From an optimization exercise on the open Yosys and OpenROAD flow, aimed at small area; shortcuts taken in it are not production practice.
In this exercise RTL edits were held to simulation tests only and were not proved equivalent to the original.
No activity file was given, so power comes from the tool's default toggle rates.

==> flow/design.v, too long to show whole: its modules and the start of the top module <==
// module REG8_hold: 12 lines
// module REG24_hold: 12 lines
// module FA: 6 lines
// module HA: 6 lines
// module PE_c2: 264 lines
// module PE_c3: 152 lines
// module PE_c4: 153 lines
// module CSUM_out: 15 lines
// module PEreg_c1: 9 lines
// module PEreg_c2: 17 lines
// module PEreg_c3: 16 lines
// module PEreg_c4: 16 lines
// module Arr4x4: 99 lines
module Arr4x4(Err_mac, Err_mult,
             w1_in, w2_in, w3_in, w4_in,
             a1_in, a2_in, a3_in, a4_in,
             w1_out, w2_out, w3_out, w4_out,
             a1_out, a2_out, a3_out, a4_out,
             c1_out, c2_out, c3_out, c4_out,
             clk, rst_n, hold);
  // ...
==> flow/flow/run.sh <==
#!/bin/bash
# Standard layout, with one netlist step added after synthesis: invpush4.py
# removes inverters around full-adder cells (a full adder is self-dual, and a
# nand2 of two signals is a nor2 of their complements), which
# leaves the logic and every register unchanged. Ports are buffered with buf_1.
set -euo pipefail
W=$(pwd)
R=$W/orfs/results/$FLOW_PLATFORM/Arr4x4/base
bash standard.sh synth > $W/synth.log 2>&1
python3 $W/flow/invpush4.py $R/1_2_yosys.v $R/1_2_yosys_invpush.v > $W/invpush.log 2>&1
cp $R/1_2_yosys.v $W/1_2_yosys_standard.v
mv $R/1_2_yosys_invpush.v $R/1_2_yosys.v
rm -f $R/1_synth.odb $R/1_synth.sdc
bash standard.sh "BUFFER_PORTS_ARGS=-buffer_cell sky130_fd_sc_hd__buf_1" REMOVE_ABC_BUFFERS=1 finish > $W/layout.log 2>&1
==> flow/flow/invpush4.py <==
#!/usr/bin/env python3
"""Remove inverters around full-adder cells in a flat Yosys netlist.

A full adder is self-dual: FA(~a, ~b, ~c) = (~sum, ~cout). Synthesis leaves
inverters on many full-adder inputs and outputs. This pass flips the polarity
of full adders (the inversion moves from inputs to outputs or back) whenever
that lowers the cell area: an inverter that is no longer needed is removed, a
single-load driver gate is swapped for its complement (xor2/xnor2, nand2/and2,
nor2/or2) instead of adding an inverter, and an xor2/xnor2 load takes the
inversion by swapping type, and a single-load nand2/nor2 whose input
complements already exist is swapped for nor2/nand2 of the complements. The
logic function does not change; registers are not touched.

usage: invpush4.py IN.v OUT.v
"""
import random
import re
import sys
from collections import defaultdict

P = "sky130_fd_sc_hd__"
OUT_PINS = {"X", "Y", "Q", "Q_N", "SUM", "COUT", "HI", "LO"}
INV_RE = re.compile(P + r"(inv|clkinv)_\d+$")
FA_RE = re.compile(P + r"fa_\d+$")
AREA = {"inv_1": 3.7536, "xor2_1": 8.7584, "xnor2_1": 8.7584, "nand2_1": 3.7536,
        "and2_1": 6.256, "and2_0": 6.256, "nor2_1": 3.7536, "or2_1": 6.256, "or2_0": 6.256}
# complement cell (same inputs, inverted output) and output pin names
COMP = {"xor2_1": ("xnor2_1", "X", "Y"), "xnor2_1": ("xor2_1", "Y", "X"),
        "nand2_1": ("and2_1", "Y", "X"), "and2_1": ("nand2_1", "X", "Y"),
        "and2_0": ("nand2_1", "X", "Y"),
        "nor2_1": ("or2_1", "Y", "X"), "or2_1": ("nor2_1", "X", "Y"), "or2_0": ("nor2_1", "X", "Y")}
# cells where inverting one input equals taking the complement cell
INPUT_COMP = {"xor2_1", "xnor2_1"}
INV_A = AREA["inv_1"]

src = open(sys.argv[1]).read()
src = re.sub(r"^\s*\(\*.*?\*\)\s*\n", "", src, flags=re.M)
m = re.search(r"^module\s+(\S+)\s*\(", src, re.M)
mod_start = m.start()
end = src.index("endmodule", mod_start)
body = src[mod_start:end]

cell_re = re.compile(r"^  (" + P + r"\w+)\s+(\S+)\s*\((.*?)\);\n", re.M | re.S)
pin_re = re.compile(r"\.(\w+)\(([^()]*)\)")
cells = {}
order = []
spans = []
for cm in cell_re.finditer(body):
    typ, name, pins = cm.group(1), cm.group(2), cm.group(3)
    cells[name] = [typ, {p: n.strip() for p, n in pin_re.findall(pins)}]
    order.append(name)
    spans.append((cm.start(), cm.end()))
rest = body
for s, e in reversed(spans):
    rest = rest[:s] + rest[e:]
fixed = set()
for am in re.finditer(r"assign\s+(.*?);", rest, re.S):
    for tok in re.findall(r"\\\S+(?:\s*\[\d+\])?|[A-Za-z_][\w$]*(?:\s*\[\d+\])?", am.group(1)):
        fixed.add(tok.strip())
for pm in re.finditer(r"^\s*(input|output|inout)\s+(?:\[(\d+):(\d+)\]\s+)?(\S+)\s*;", rest, re.M):
    nm = pm.group(4)
    if pm.group(2) is not None:
        a, b = int(pm.group(2)), int(pm.group(3))
        for i in range(min(a, b), max(a, b) + 1):
            fixed.add(f"{nm} [{i}]")
            fixed.add(f"{nm}[{i}]")
    else:
        fixed.add(nm)

drv = {}
loads = defaultdict(set)
for name, (typ, pd) in cells.items():
    for p, n in pd.items():
        if p in OUT_PINS:
            drv[n] = (name, p)
        else:
            loads[n].add((name, p))

cnt = [0]
new_wires = []


def fresh():
    cnt[0] += 1
    w = f"_ip_{cnt[0]}_"
    new_wires.append(w)
    return w


def short(c):
    return cells[c][0][len(P):]


def is_inv(c):
    return c in cells and INV_RE.match(cells[c][0])


def outnet(c):
    for p, n in cells[c][1].items():
        if p in OUT_PINS:
            return n


def inv_of(net):
    for (c, p) in loads.get(net, ()):
        if is_inv(c) and outnet(c) not in fixed:
            return c
    return None


def connect(c, p, net):
    old = cells[c][1][p]
    loads[old].discard((c, p))
    cells[c][1][p] = net
    loads[net].add((c, p))


def remove(c):
    for p, n in cells[c][1].items():
        if p in OUT_PINS:
            drv.pop(n, None)
        else:
            loads[n].discard((c, p))
    del cells[c]


def add_inv(a, y=None):
    cnt[0] += 1
    name = f"_ip_inv_{cnt[0]}_"
    if y is None:
        y = fresh()
    cells[name] = [P + "inv_1", {"A": a, "Y": y}]
    loads[a].add((name, "A"))
    drv[y] = (name, "Y")
    order.append(name)
    return name, y


def swap_type(c):
    """replace c by its complement cell, keeping its output net name"""
    typ, pd = cells[c]
    new, op, np_ = COMP[short(c)]
    n = pd.pop(op)
    pd[np_] = n
    cells[c][0] = P + new
    drv[n] = (c, np_)


DEMORGAN = {"nand2_1": "nor2_1", "nor2_1": "nand2_1"}


def comp_net(i):
    """a net that carries ~i without new cells, or None"""
    if i in fixed:
        j = inv_of(i)
        return outnet(j) if j else None
    d = drv.get(i)
    if d and is_inv(d[0]):
        return cells[d[0]][1]["A"]
    j = inv_of(i)
    return outnet(j) if j else None


def demorgan_ok(c):
    if short(c) not in DEMORGAN:
        return False
    pd = cells[c][1]
    return comp_net(pd["A"]) is not None and comp_net(pd["B"]) is not None


def demorgan_gain(c):
    """area freed by inverters that lose their last load when c swaps inputs"""
    pd = cells[c][1]
    g = 0.0
    for p in ("A", "B"):
        i = pd[p]
        d = drv.get(i)
        if d and is_inv(d[0]) and len(loads[i]) == 1 and i not in fixed:
            g += INV_A
    return g


def demorgan(c):
    pd = cells[c][1]
    na, nb = comp_net(pd["A"]), comp_net(pd["B"])
    olds = [pd["A"], pd["B"]]
    connect(c, "A", na)
    connect(c, "B", nb)
    cells[c][0] = P + DEMORGAN[short(c)]
    for i in olds:
        d = drv.get(i)
        if d and is_inv(d[0]) and not loads[i] and i not in fixed:
            remove(d[0])


def in_cost(n):
    """area change to make ~n available for one load that now takes n"""
    if n in fixed:
        return INV_A
    d = drv.get(n)
    if d and is_inv(d[0]):
        return -INV_A if len(loads[n]) == 1 else 0.0
    if d and len(loads[n]) == 1 and demorgan_ok(d[0]):
        return -demorgan_gain(d[0])
    if d and short(d[0]) in COMP and len(loads[n]) == 1:
        new = COMP[short(d[0])][0]
        return AREA[new] - AREA[short(d[0])]
    if inv_of(n) is not None:
        return 0.0
    return INV_A


def out_cost(o):
    """area change when the net o (driven by a flipped FA) changes polarity"""
    g = 0.0
    other = o in fixed
    for (c, q) in loads[o]:
        if is_inv(c) and outnet(c) not in fixed:
            g -= INV_A
        elif short(c) in INPUT_COMP:
            g += 0.0
        else:
            other = True
    if other:
        g += INV_A
    return g


def gain(f):
    pd = cells[f][1]
    ins = [pd["A"], pd["B"], pd["CIN"]]
    cost = 0.0
    seen = defaultdict(int)
    for n in ins:
        seen[n] += 1
    for n, k in seen.items():
        d = drv.get(n)
        if d and is_inv(d[0]) and n not in fixed:
            cost += -INV_A if len(loads[n]) == k else 0.0
        elif k == 1:
            cost += in_cost(n)
        else:
            cost += INV_A if inv_of(n) is None else 0.0
    cost += out_cost(pd["SUM"]) + out_cost(pd["COUT"])
    return -cost


def flip(f):
    pd = cells[f][1]
    for p in ("A", "B", "CIN"):
        n = pd[p]
        d = drv.get(n)
        if d and is_inv(d[0]) and n not in fixed:
            i = d[0]
            connect(f, p, cells[i][1]["A"])
            if not loads[n]:
                remove(i)
        elif d and len(loads[n]) == 1 and n not in fixed and demorgan_ok(d[0]):
            demorgan(d[0])
        elif d and short(d[0]) in COMP and len(loads[n]) == 1 and n not in fixed \
                and AREA[COMP[short(d[0])][0]] - AREA[short(d[0])] < INV_A and inv_of(n) is None:
            swap_type(d[0])
        else:
            j = inv_of(n)
            if j is None:
                j, _ = add_inv(n)
            connect(f, p, outnet(j))
    for p in ("SUM", "COUT"):
        o = pd[p]
        no = fresh()
        drv.pop(o, None)
        pd[p] = no
        drv[no] = (f, p)
        keep = o in fixed
        for (c, q) in list(loads[o]):
            if is_inv(c) and outnet(c) not in fixed:
                y = outnet(c)
                for (c2, q2) in list(loads[y]):
                    connect(c2, q2, no)
                remove(c)
            elif short(c) in INPUT_COMP:
                connect(c, q, no)
                swap_type(c)
            else:
                keep = True
        if keep:
            add_inv(no, o)


def area():
    return sum(AREA.get(short(c), 0.0) for c in cells)


def ninv():
    return sum(1 for c in cells if is_inv(c))


before = (ninv(), area())
rng = random.Random(1)
fas = [c for c in cells if FA_RE.match(cells[c][0])]
for it in range(200):
    changed = 0
    for f in fas:
        if f in cells and gain(f) > 1e-6:
            flip(f)
            changed += 1
    if not changed:
        break


def snapshot():
    return ({k: [v[0], dict(v[1])] for k, v in cells.items()}, list(order), list(new_wires))


def restore(s):
    cells.clear()
    cells.update({k: [v[0], dict(v[1])] for k, v in s[0].items()})
    order[:] = s[1]
    new_wires[:] = s[2]
    drv.clear()
    loads.clear()
    for name, (typ, pd) in cells.items():
        for p, n in pd.items():
            if p in OUT_PINS:
                drv[n] = (name, p)
            else:
                loads[n].add((name, p))


def fa_neighbours(f):
    """full adders joined to f by a net, directly or through one inverter"""
    out = set()
    pd = cells[f][1]
    for p in ("A", "B", "CIN"):
        n = pd[p]
        d = drv.get(n)
        if d and is_inv(d[0]):
            d = drv.get(cells[d[0]][1]["A"])
        if d and FA_RE.match(cells[d[0]][0]):
            out.add(d[0])
    for p in ("SUM", "COUT"):
        for (c, q) in loads[pd[p]]:
            if is_inv(c):
                for (c2, q2) in loads[outnet(c)]:
                    if FA_RE.match(cells[c2][0]):
                        out.add(c2)
            elif FA_RE.match(cells[c][0]):
                out.add(c)
    out.discard(f)
    return out


# neighbourhood moves: flip a full adder even at a loss, then flip its
# neighbours greedily; keep the result only if the total area went down
for rnd in range(3):
    improved = 0
    for f in fas:
        if f not in cells:
            continue
        a0 = area()
        s = snapshot()
        flip(f)
        for g in sorted(fa_neighbours(f)):
            if g in cells and gain(g) > 1e-6:
                flip(g)
        for g in fas:
            pass
        if area() < a0 - 1e-6:
            improved += 1
        else:
            restore(s)
    if not improved:
        break
    for f in fas:
        if f in cells and gain(f) > 1e-6:
            flip(f)

for c in list(cells):
    if c in cells and is_inv(c) and not loads[outnet(c)] and outnet(c) not in fixed:
        remove(c)
after = (ninv(), area())
sys.stderr.write(f"invpush4: inverters {before[0]} -> {after[0]}, "
                 f"area of touched cell kinds {before[1]:.1f} -> {after[1]:.1f}\n")

decl = "".join(f"  wire {w};\n" for w in new_wires)
inst = []
for name in order:
    if name not in cells:
        continue
    typ, pd = cells[name]
    pins = ",\n".join(f"    .{p}({n}{' ' if n.startswith(chr(92)) else ''})" for p, n in pd.items())
    inst.append(f"  {typ} {name} (\n{pins}\n  );\n")
hdr_end = rest.index(";") + 1
out_body = rest[:hdr_end] + "\n" + decl + rest[hdr_end:]
out_body = out_body.rstrip() + "\n" + "".join(inst)
open(sys.argv[2], "w").write(src[:mod_start] + out_body + src[end:])
==> flow/standard.sh <==
#!/bin/bash
# synth_recipe.tcl (not shown) runs the flow's synth.tcl, then flattens the netlist and writes it again
# the make line also repeats each setting of config.mk as NAME=value (left out here)
make -C /OpenROAD-flow-scripts/flow DESIGN_CONFIG=/design/flow/config.mk WORK_HOME=/design/flow/orfs CLKGATE_MAP_FILE= SYNTH_SCRIPT=/design/flow/synth_recipe.tcl "${@:-finish}"
==> flow/config.mk <==
export PLATFORM = sky130hd
export DESIGN_NAME = Arr4x4
export DESIGN_NICKNAME = Arr4x4
export VERILOG_FILES = /design/flow/design.v
export SDC_FILE = /design/flow/constraint.sdc
export NUM_CORES = 4
export LEC_CHECK = 0
export ABC_AREA = 1
export CAP_MARGIN = 0
export CORE_MARGIN = 2
export CORE_UTILIZATION = 60
export CTS_BUF_LIST = sky130_fd_sc_hd__clkbuf_16
export CTS_CLUSTER_DIAMETER = 100
export CTS_CLUSTER_SIZE = 20
export SLEW_MARGIN = 0
==> flow/constraint.sdc <==
create_clock -name core_clock -period 7.5 [get_ports {clk}]
set_input_delay 1.5000 -clock core_clock [delete_from_list [all_inputs] [get_ports {clk}]]
set_output_delay 1.5000 -clock core_clock [all_outputs]
set_load 0.01 [all_outputs]
==> results.json, run 1 <==
{
  "grt_pass1_vias": 30700,
  "num-multi-input-gates": 2658,
  "core_sq_um": 70100,
  "criticalPathCategory": "in -> reg",
  "status": "timing/DRC/antenna clean",
  "wire_per_inst_microns": 21.2,
  "viasPerCell": 5.47,
  "start_kind": "input pin",
  "start_util_pct": 60.6,
  "intPower_mw": 8.01,
  "finalSetupViolCount": 0,
  "p_comb_mw": 7.84,
  "max-slew-margin-rel_pct": 41.0,
  "power_mw": 13.8,
  "gr-usage-met2_pct": 52.5,
  "multi_input_area_share_pct": 60.7,
  "fin_worst_skew_ps": 21.6,
  "arrival_ps": 7170,
  "maxSlewViolCount": 0,
  "final.period_utilization_pct": 89.7,
  "seqPwrFrac_pct": 29.3,
  "endpoint": "PE12.regC.out[15]$_DFF_PN0_",
  "grt_first_pass_wirelength_microns": 170000,
  "syn_area_sq_um": 42500,
  "cp_num_cells": 17,
  "layout.non_clock_inverters": 504
}
==> run 2: changes to the inputs <==
==> flow/flow/run.sh (replaced) <==
#!/bin/bash
# Standard layout, with one netlist step added after synthesis: invpush6.py
# removes inverters around full-adder cells (a full adder is self-dual, and a
# nand2 of two signals is a nor2 of their complements), which
# leaves the logic and every register unchanged. Ports are buffered with buf_1.
set -euo pipefail
W=$(pwd)
R=$W/orfs/results/$FLOW_PLATFORM/Arr4x4/base
bash standard.sh synth > $W/synth.log 2>&1
python3 $W/flow/invpush6.py $R/1_2_yosys.v $R/1_2_yosys_invpush.v 6 150000 > $W/invpush.log 2>&1
cp $R/1_2_yosys.v $W/1_2_yosys_standard.v
mv $R/1_2_yosys_invpush.v $R/1_2_yosys.v
rm -f $R/1_synth.odb $R/1_synth.sdc
bash standard.sh "BUFFER_PORTS_ARGS=-buffer_cell sky130_fd_sc_hd__buf_1" REMOVE_ABC_BUFFERS=1 finish > $W/layout.log 2>&1
==> flow/flow/invpush6.py (new file) <==
#!/usr/bin/env python3
"""Remove inverters around full-adder cells in a flat Yosys netlist.

A full adder is self-dual: FA(~a, ~b, ~c) = (~sum, ~cout). Synthesis leaves
inverters on many full-adder inputs and outputs. This pass flips the polarity
of full adders (the inversion moves from inputs to outputs or back) whenever
that lowers the cell area: an inverter that is no longer needed is removed, a
single-load driver gate is swapped for its complement (xor2/xnor2, nand2/and2,
nor2/or2) instead of adding an inverter, and an xor2/xnor2 load takes the
inversion by swapping type, and a single-load nand2/nor2 whose input
complements already exist is swapped for nor2/nand2 of the complements.
After a greedy pass, simulated annealing over the flips (fixed seed) looks for
a better polarity assignment; the best netlist seen is kept. The logic
function does not change; registers are not touched.

usage: invpush6.py IN.v OUT.v [temperature] [steps]
"""
import random
import re
import sys
from collections import defaultdict

P = "sky130_fd_sc_hd__"
OUT_PINS = {"X", "Y", "Q", "Q_N", "SUM", "COUT", "HI", "LO"}
INV_RE = re.compile(P + r"(inv|clkinv)_\d+$")
FA_RE = re.compile(P + r"fa_\d+$")
AREA = {"inv_1": 3.7536, "xor2_1": 8.7584, "xnor2_1": 8.7584, "nand2_1": 3.7536,
        "and2_1": 6.256, "and2_0": 6.256, "nor2_1": 3.7536, "or2_1": 6.256, "or2_0": 6.256}
# complement cell (same inputs, inverted output) and output pin names
COMP = {"xor2_1": ("xnor2_1", "X", "Y"), "xnor2_1": ("xor2_1", "Y", "X"),
        "nand2_1": ("and2_1", "Y", "X"), "and2_1": ("nand2_1", "X", "Y"),
        "and2_0": ("nand2_1", "X", "Y"),
        "nor2_1": ("or2_1", "Y", "X"), "or2_1": ("nor2_1", "X", "Y"), "or2_0": ("nor2_1", "X", "Y")}
# cells where inverting one input equals taking the complement cell
INPUT_COMP = {"xor2_1", "xnor2_1"}
INV_A = AREA["inv_1"]

src = open(sys.argv[1]).read()
src = re.sub(r"^\s*\(\*.*?\*\)\s*\n", "", src, flags=re.M)
m = re.search(r"^module\s+(\S+)\s*\(", src, re.M)
mod_start = m.start()
end = src.index("endmodule", mod_start)
body = src[mod_start:end]

cell_re = re.compile(r"^  (" + P + r"\w+)\s+(\S+)\s*\((.*?)\);\n", re.M | re.S)
pin_re = re.compile(r"\.(\w+)\(([^()]*)\)")
cells = {}
order = []
spans = []
for cm in cell_re.finditer(body):
    typ, name, pins = cm.group(1), cm.group(2), cm.group(3)
    cells[name] = [typ, {p: n.strip() for p, n in pin_re.findall(pins)}]
    order.append(name)
    spans.append((cm.start(), cm.end()))
rest = body
for s, e in reversed(spans):
    rest = rest[:s] + rest[e:]
fixed = set()
for am in re.finditer(r"assign\s+(.*?);", rest, re.S):
    for tok in re.findall(r"\\\S+(?:\s*\[\d+\])?|[A-Za-z_][\w$]*(?:\s*\[\d+\])?", am.group(1)):
        fixed.add(tok.strip())
for pm in re.finditer(r"^\s*(input|output|inout)\s+(?:\[(\d+):(\d+)\]\s+)?(\S+)\s*;", rest, re.M):
    nm = pm.group(4)
    if pm.group(2) is not None:
        a, b = int(pm.group(2)), int(pm.group(3))
        for i in range(min(a, b), max(a, b) + 1):
            fixed.add(f"{nm} [{i}]")
            fixed.add(f"{nm}[{i}]")
    else:
        fixed.add(nm)

drv = {}
loads = defaultdict(set)
for name, (typ, pd) in cells.items():
    for p, n in pd.items():
        if p in OUT_PINS:
            drv[n] = (name, p)
        else:
            loads[n].add((name, p))

cnt = [0]
new_wires = []


def fresh():
    cnt[0] += 1
    w = f"_ip_{cnt[0]}_"
    new_wires.append(w)
    return w


def short(c):
    return cells[c][0][len(P):]


def is_inv(c):
    return c in cells and INV_RE.match(cells[c][0])


def outnet(c):
    for p, n in cells[c][1].items():
        if p in OUT_PINS:
            return n


def inv_of(net):
    for (c, p) in loads.get(net, ()):
        if is_inv(c) and outnet(c) not in fixed:
            return c
    return None


def connect(c, p, net):
    old = cells[c][1][p]
    loads[old].discard((c, p))
    cells[c][1][p] = net
    loads[net].add((c, p))


def remove(c):
    for p, n in cells[c][1].items():
        if p in OUT_PINS:
            drv.pop(n, None)
        else:
            loads[n].discard((c, p))
    del cells[c]


def add_inv(a, y=None):
    cnt[0] += 1
    name = f"_ip_inv_{cnt[0]}_"
    if y is None:
        y = fresh()
    cells[name] = [P + "inv_1", {"A": a, "Y": y}]
    loads[a].add((name, "A"))
    drv[y] = (name, "Y")
    order.append(name)
    return name, y


def swap_type(c):
    """replace c by its complement cell, keeping its output net name"""
    typ, pd = cells[c]
    new, op, np_ = COMP[short(c)]
    n = pd.pop(op)
    pd[np_] = n
    cells[c][0] = P + new
    drv[n] = (c, np_)


DEMORGAN = {"nand2_1": "nor2_1", "nor2_1": "nand2_1"}


def comp_net(i):
    """a net that carries ~i without new cells, or None"""
    if i in fixed:
        j = inv_of(i)
        return outnet(j) if j else None
    d = drv.get(i)
    if d and is_inv(d[0]):
        return cells[d[0]][1]["A"]
    j = inv_of(i)
    return outnet(j) if j else None


def demorgan_ok(c):
    if short(c) not in DEMORGAN:
        return False
    pd = cells[c][1]
    return comp_net(pd["A"]) is not None and comp_net(pd["B"]) is not None


def demorgan_gain(c):
    """area freed by inverters that lose their last load when c swaps inputs"""
    pd = cells[c][1]
    g = 0.0
    for p in ("A", "B"):
        i = pd[p]
        d = drv.get(i)
        if d and is_inv(d[0]) and len(loads[i]) == 1 and i not in fixed:
            g += INV_A
    return g


def demorgan(c):
    pd = cells[c][1]
    na, nb = comp_net(pd["A"]), comp_net(pd["B"])
    olds = [pd["A"], pd["B"]]
    connect(c, "A", na)
    connect(c, "B", nb)
    cells[c][0] = P + DEMORGAN[short(c)]
    for i in olds:
        d = drv.get(i)
        if d and is_inv(d[0]) and not loads[i] and i not in fixed:
            remove(d[0])


def in_cost(n):
    """area change to make ~n available for one load that now takes n"""
    if n in fixed:
        return INV_A
    d = drv.get(n)
    if d and is_inv(d[0]):
        return -INV_A if len(loads[n]) == 1 else 0.0
    if d and len(loads[n]) == 1 and demorgan_ok(d[0]):
        return -demorgan_gain(d[0])
    if d and short(d[0]) in COMP and len(loads[n]) == 1:
        new = COMP[short(d[0])][0]
        return AREA[new] - AREA[short(d[0])]
    if inv_of(n) is not None:
        return 0.0
    return INV_A


def out_cost(o):
    """area change when the net o (driven by a flipped FA) changes polarity"""
    g = 0.0
    other = o in fixed
    for (c, q) in loads[o]:
        if is_inv(c) and outnet(c) not in fixed:
            g -= INV_A
        elif short(c) in INPUT_COMP:
            g += 0.0
        else:
            other = True
    if other:
        g += INV_A
    return g


def gain(f):
    pd = cells[f][1]
    ins = [pd["A"], pd["B"], pd["CIN"]]
    cost = 0.0
    seen = defaultdict(int)
    for n in ins:
        seen[n] += 1
    for n, k in seen.items():
        d = drv.get(n)
        if d and is_inv(d[0]) and n not in fixed:
            cost += -INV_A if len(loads[n]) == k else 0.0
        elif k == 1:
            cost += in_cost(n)
        else:
            cost += INV_A if inv_of(n) is None else 0.0
    cost += out_cost(pd["SUM"]) + out_cost(pd["COUT"])
    return -cost


def flip(f):
    pd = cells[f][1]
    for p in ("A", "B", "CIN"):
        n = pd[p]
        d = drv.get(n)
        if d and is_inv(d[0]) and n not in fixed:
            i = d[0]
            connect(f, p, cells[i][1]["A"])
            if not loads[n]:
                remove(i)
        elif d and len(loads[n]) == 1 and n not in fixed and demorgan_ok(d[0]):
            demorgan(d[0])
        elif d and short(d[0]) in COMP and len(loads[n]) == 1 and n not in fixed \
                and AREA[COMP[short(d[0])][0]] - AREA[short(d[0])] < INV_A and inv_of(n) is None:
            swap_type(d[0])
        else:
            j = inv_of(n)
            if j is None:
                j, _ = add_inv(n)
            connect(f, p, outnet(j))
    for p in ("SUM", "COUT"):
        o = pd[p]
        no = fresh()
        drv.pop(o, None)
        pd[p] = no
        drv[no] = (f, p)
        keep = o in fixed
        for (c, q) in list(loads[o]):
            if is_inv(c) and outnet(c) not in fixed:
                y = outnet(c)
                for (c2, q2) in list(loads[y]):
                    connect(c2, q2, no)
                remove(c)
            elif short(c) in INPUT_COMP:
                connect(c, q, no)
                swap_type(c)
            else:
                keep = True
        if keep:
            add_inv(no, o)


def area():
    return sum(AREA.get(short(c), 0.0) for c in cells)


def ninv():
    return sum(1 for c in cells if is_inv(c))


before = (ninv(), area())
rng = random.Random(1)
fas = [c for c in cells if FA_RE.match(cells[c][0])]
for it in range(200):
    changed = 0
    for f in fas:
        if f in cells and gain(f) > 1e-6:
            flip(f)
            changed += 1
    if not changed:
        break


def snapshot():
    return ({k: [v[0], dict(v[1])] for k, v in cells.items()}, list(order), list(new_wires))


def restore(s):
    cells.clear()
    cells.update({k: [v[0], dict(v[1])] for k, v in s[0].items()})
    order[:] = s[1]
    new_wires[:] = s[2]
    drv.clear()
    loads.clear()
    for name, (typ, pd) in cells.items():
        for p, n in pd.items():
            if p in OUT_PINS:
                drv[n] = (name, p)
            else:
                loads[n].add((name, p))


def fa_neighbours(f):
    """full adders joined to f by a net, directly or through one inverter"""
    out = set()
    pd = cells[f][1]
    for p in ("A", "B", "CIN"):
        n = pd[p]
        d = drv.get(n)
        if d and is_inv(d[0]):
            d = drv.get(cells[d[0]][1]["A"])
        if d and FA_RE.match(cells[d[0]][0]):
            out.add(d[0])
    for p in ("SUM", "COUT"):
        for (c, q) in loads[pd[p]]:
            if is_inv(c):
                for (c2, q2) in loads[outnet(c)]:
                    if FA_RE.match(cells[c2][0]):
                        out.add(c2)
            elif FA_RE.match(cells[c][0]):
                out.add(c)
    out.discard(f)
    return out


# neighbourhood moves: flip a full adder even at a loss, then flip its
# neighbours greedily; keep the result only if the total area went down
for rnd in range(3):
    improved = 0
    for f in fas:
        if f not in cells:
            continue
        a0 = area()
        s = snapshot()
        flip(f)
        for g in sorted(fa_neighbours(f)):
            if g in cells and gain(g) > 1e-6:
                flip(g)
        for g in fas:
            pass
        if area() < a0 - 1e-6:
            improved += 1
        else:
            restore(s)
    if not improved:
        break
    for f in fas:
        if f in cells and gain(f) > 1e-6:
            flip(f)



def cleanup():
    for c in list(cells):
        if c in cells and is_inv(c) and not loads[outnet(c)] and outnet(c) not in fixed:
            remove(c)


# simulated annealing over full-adder flips; keep the best netlist seen
cleanup()
best_area = area()
best = snapshot()
T0 = float(sys.argv[3]) if len(sys.argv) > 3 else 2.0
steps = int(sys.argv[4]) if len(sys.argv) > 4 else 20000
live = [f for f in fas if f in cells]
for step in range(steps):
    T = T0 * (1 - step / steps) + 1e-3
    f = rng.choice(live)
    g = gain(f)
    if g > 1e-6 or rng.random() < pow(2.718, g / T):
        flip(f)
    if step % 2000 == 1999:
        cleanup()
        a = area()
        if a < best_area - 1e-6:
            best_area = a
            best = snapshot()
# finish greedily from the best state
restore(best)
for it in range(50):
    ch = 0
    for f in fas:
        if f in cells and gain(f) > 1e-6:
            flip(f)
            ch += 1
    if not ch:
        break
cleanup()
if area() > best_area + 1e-6:
    restore(best)
after = (ninv(), area())
sys.stderr.write(f"invpush6: inverters {before[0]} -> {after[0]}, "
                 f"area of touched cell kinds {before[1]:.1f} -> {after[1]:.1f}\n")

decl = "".join(f"  wire {w};\n" for w in new_wires)
inst = []
for name in order:
    if name not in cells:
        continue
    typ, pd = cells[name]
    pins = ",\n".join(f"    .{p}({n}{' ' if n.startswith(chr(92)) else ''})" for p, n in pd.items())
    inst.append(f"  {typ} {name} (\n{pins}\n  );\n")
hdr_end = rest.index(";") + 1
out_body = rest[:hdr_end] + "\n" + decl + rest[hdr_end:]
out_body = out_body.rstrip() + "\n" + "".join(inst)
open(sys.argv[2], "w").write(src[:mod_start] + out_body + src[end:])
--- a/flow/config.mk
+++ b/flow/config.mk
@@ -6,10 +6,10 @@
 export NUM_CORES = 4
 export LEC_CHECK = 0
 export ABC_AREA = 1
-export CAP_MARGIN = 0
+export CAP_MARGIN = 5
 export CORE_MARGIN = 2
 export CORE_UTILIZATION = 60
 export CTS_BUF_LIST = sky130_fd_sc_hd__clkbuf_16
 export CTS_CLUSTER_DIAMETER = 100
-export CTS_CLUSTER_SIZE = 20
-export SLEW_MARGIN = 0
+export CTS_CLUSTER_SIZE = 25
+export SLEW_MARGIN = 5
removed: flow/flow/invpush4.py
==> run 2 against run 1 <==
Clock power shrank 11%; clock-buffer cell count shrank 6; maximum frequency shrank 2.0%; cell area shrank 1.1%; clock skew grew 2.1 ps; total power shrank 2.4%; synthesized cell count shrank 4.2%; wire length shrank 1.2%; via count shrank 2.4%; non-clock buffer count grew 16; critical path depth shrank 2; utilization shrank 0.34 points; critical path type unchanged.
==> results.json, run 2 <==
{
  "maxCapViolCount": 0,
  "seq_area_sq_um": 12300,
  "fin_worst_skew_ps": 23.7,
  "grt_first_pass_wirelength_microns": 164000,
  "grt_use_total_pct": 30.2,
  "powerDensity_nw_per_um2": 302,
  "timing.reg2reg.worst_path_depth": 14,
  "totalWireLength_microns": 103000,
  "finalHoldViolCount": 0,
  "root_buffer": "clkbuf_16",
  "grt_pass1_vias": 29600,
  "dr.first_iter.drc_count": 1797,
  "dp_hpwl_microns": 86000,
  "min_from": "PE11.regA.out[4]$_DFF_PN0_",
  "fillers": 5585,
  "hp-class": "reg -> reg",
  "dr.pass1.iters": 8,
  "cts_buffers": 28,
  "diodes": 0,
  "setup_tns_ps": 0,
  "grt_max_degree": 171,
  "io_pins": 259,
  "wire_per_inst_microns": 21.5,
  "final_cell_mix": "fa_1, nor2_1, dfrtp_1",
  "final.period_utilization_pct": 91.5,
  "ant_nets": 0,
  "criticalPathCategory": "in -> reg",
  "die_y_microns": 269,
  "start_kind": "input pin",
  "p_leak_nw": 21.1,
  "power_mw": 13.5,
  "post-route-drc-count": 0,
  "cts_tree": "yes",
  "area_growth_pct": 5.88,
  "multi_input_area_sq_um": 27500,
  "status": "timing/DRC/antenna clean",
  "drive_gt1_share_pct": 4.06,
  "rr_startpoint": "PE21.regE.out[1]$_DFF_PN0_",
  "cts_resized": 0,
  "finalNetCount": 5017,
  "max_stage_delay_ps": 580,
  "ys_warn_count": 5,
  "grt_setup_unrepaired": "false",
  "r2r_slack_ps": 1010,
  "cts-htree-levels": 1,
  "antenna_found_initial": 5,
  "tightest_slew_ps": 1010,
  "peakVddDrop_mv": 0.357,
  "maxSlewViolCount": 0,
  "viasPerCell": 5.50,
  "die_x_microns": 269,
  "insertion_delay_ps": 610,
  "dp_slack_ps": 52.0,
  "min_path_cells": 0,
  "setup_ws_ps": 641,
  "cpMaxStageDelayCell": "fa_1",
  "path_cells": "buf_1, nor2_1, nand2_1, or2_1, fa_1, fa_1, fa_1, fa_1, fa_1, fa_1, ha_1, fa_1, fa_1, fa_1, fa_1",
  "syn_area_per_cell_sq_um": 11.6,
  "postCtsSetupBuffers": 0,
  "finalSetupViolCount": 0,
  "gp_congestion": 0.977,
  "arrival_ps": 7360,
  "worstSetupEndpointType": "register",
  "syn_area_sq_um": 42100,
  "rows": 97,
  "synthCells": 3626,
  "port_buffers": 258,
  "critPathMostFrequentCell": "fa_1",
  "vias": 26300,
  "hold_buffers": 0,
  "required_ps": 8000,
  "start_util_pct": 60.3,
  "critPathMaxFanout": 8,
  "clock_path_buffers": 3,
  "min_to": "PE21.regA.out[4]$_DFF_PN0_",
  "clock.fmax_mhz": 146,
  "dieArea_sq_um": 72300,
  "layout_commonest_cell": "fa_1",
  "cts.sinks": 493,
  "overflow": 0,
  "min_period_ps": 6860,
  "max-slew-margin-rel_pct": 33.0,
  "core_sq_um": 69800,
  "r2r-end": "PE22.regC.out[10]$_DFF_PN0_",
  "clkSlewWorstSetupHoldPaths_ps": 100
}
run 2: area by class of cell:
cell class | instances | share of cell area [%]
Sequential cell | 493 | 27.7
Clock buffer | 29 | 1.63
Clock inverter | 15 | 0.379
Inverter | 346 | 2.94
Tap cell | 940 | 2.64
Multi-Input combinational cell | 2658 | 61.8
Timing Repair Buffer | 299 | 2.96
run 2: worst max-delay path: cells and delay by family:
family | cells | cell delay [ps]
adder cells (fa/ha/maj) | 11 | 4740
buffers and inverters | 1 | 120
AND/OR/NAND/NOR | 3 | 990
run 2: per-stage QoR:
stage / hold WS (ps) / cells / util (%) / area, sq um
final: 352 / 4780 / 63.9 / 44600
after global routing: 364 / 4780 / 63.9 / 44600
after CTS: 356 / 4780 / 63.9 / 44600
after detailed placement: 336 / 4736 / 62.6 / 43700
after global placement: 335 / 4736 / 62.6 / 43700
after floorplan: 331 / 3497 / - / 41200
run 2: worst max path at each step:
stage / slack, ps / cells past startpoint / from / to
finish: 640 / 15 / Err_mult[6] / PE32.regC.out[15]$_DFF_PN0_
detailed placement: 50 / 15 / Err_mult[6] / PE32.regC.out[15]$_DFF_PN0_
global placement: 120 / 15 / Err_mult[6] / PE32.regC.out[15]$_DFF_PN0_
CTS: 680 / 15 / Err_mult[6] / PE32.regC.out[15]$_DFF_PN0_
global route: 460 / 15 / Err_mac[6] / PE32.regC.out[10]$_DFF_PN0_
floorplan: 520 / 14 / Err_mac[6] / PE32.regC.out[15]$_DFF_PN0_
run 2: report_power, final:
| part | internal (mW) | leakage, nW | switching [mW] |
|---|---|---|---|
| sequential | 3.58 | 5.78 | 0.445 |
| combinational | 3.50 | 14.8 | 4.24 |
| clock | 0.736 | 0.437 | 0.973 |
| total | 7.82 | 21.1 | 5.66 |
run 2: routing by layer:
layer	GRT usage [%]	vias up	routed length, microns
met4	9.80	4	3960
li1	-	11200	-
met3	3.47	191	5130
met2	52.2	844	53700
met1	40.5	14000	40200
met5	0	-	17

==> what the ideal ports hide <==
The flow's constraints put no driver on any port. The routed layouts listed below were extracted and timed again, unchanged, in two steps.
Step 1 (the two cells are an assumption about what drives the block):
set clk [get_ports {clk}]
set_driving_cell -lib_cell sky130_fd_sc_hd__clkbuf_16 $clk
set_driving_cell -lib_cell sky130_fd_sc_hd__buf_2 [delete_from_list [all_inputs] $clk]
Step 2 times the ports against the registers' clock, not the clock port: input delays grow and output delays shrink by t, the midpoint of the rising clock arrivals with the driver on.
a / b / c = ideal ports / drivers / drivers and shift; a / b = the first two.
run | t (ns) | slack for setup (ns) | hold slack, ns | worst slew at a driven data input, ns
run 1 | 0.633 | 0.776 / 0.807 / 0.174 | 0.351 / 0.351 / 0.351 | 0.09
run 2 | 0.677 | 0.641 / 0.686 / 0.009 | 0.352 / 0.352 / 0.352 | 0.08
After both steps setup and hold are still met in every run listed. For run 2, which loses most, drivers alone change the setup slack by +0.045 ns; drivers and shift together by -0.632 ns.
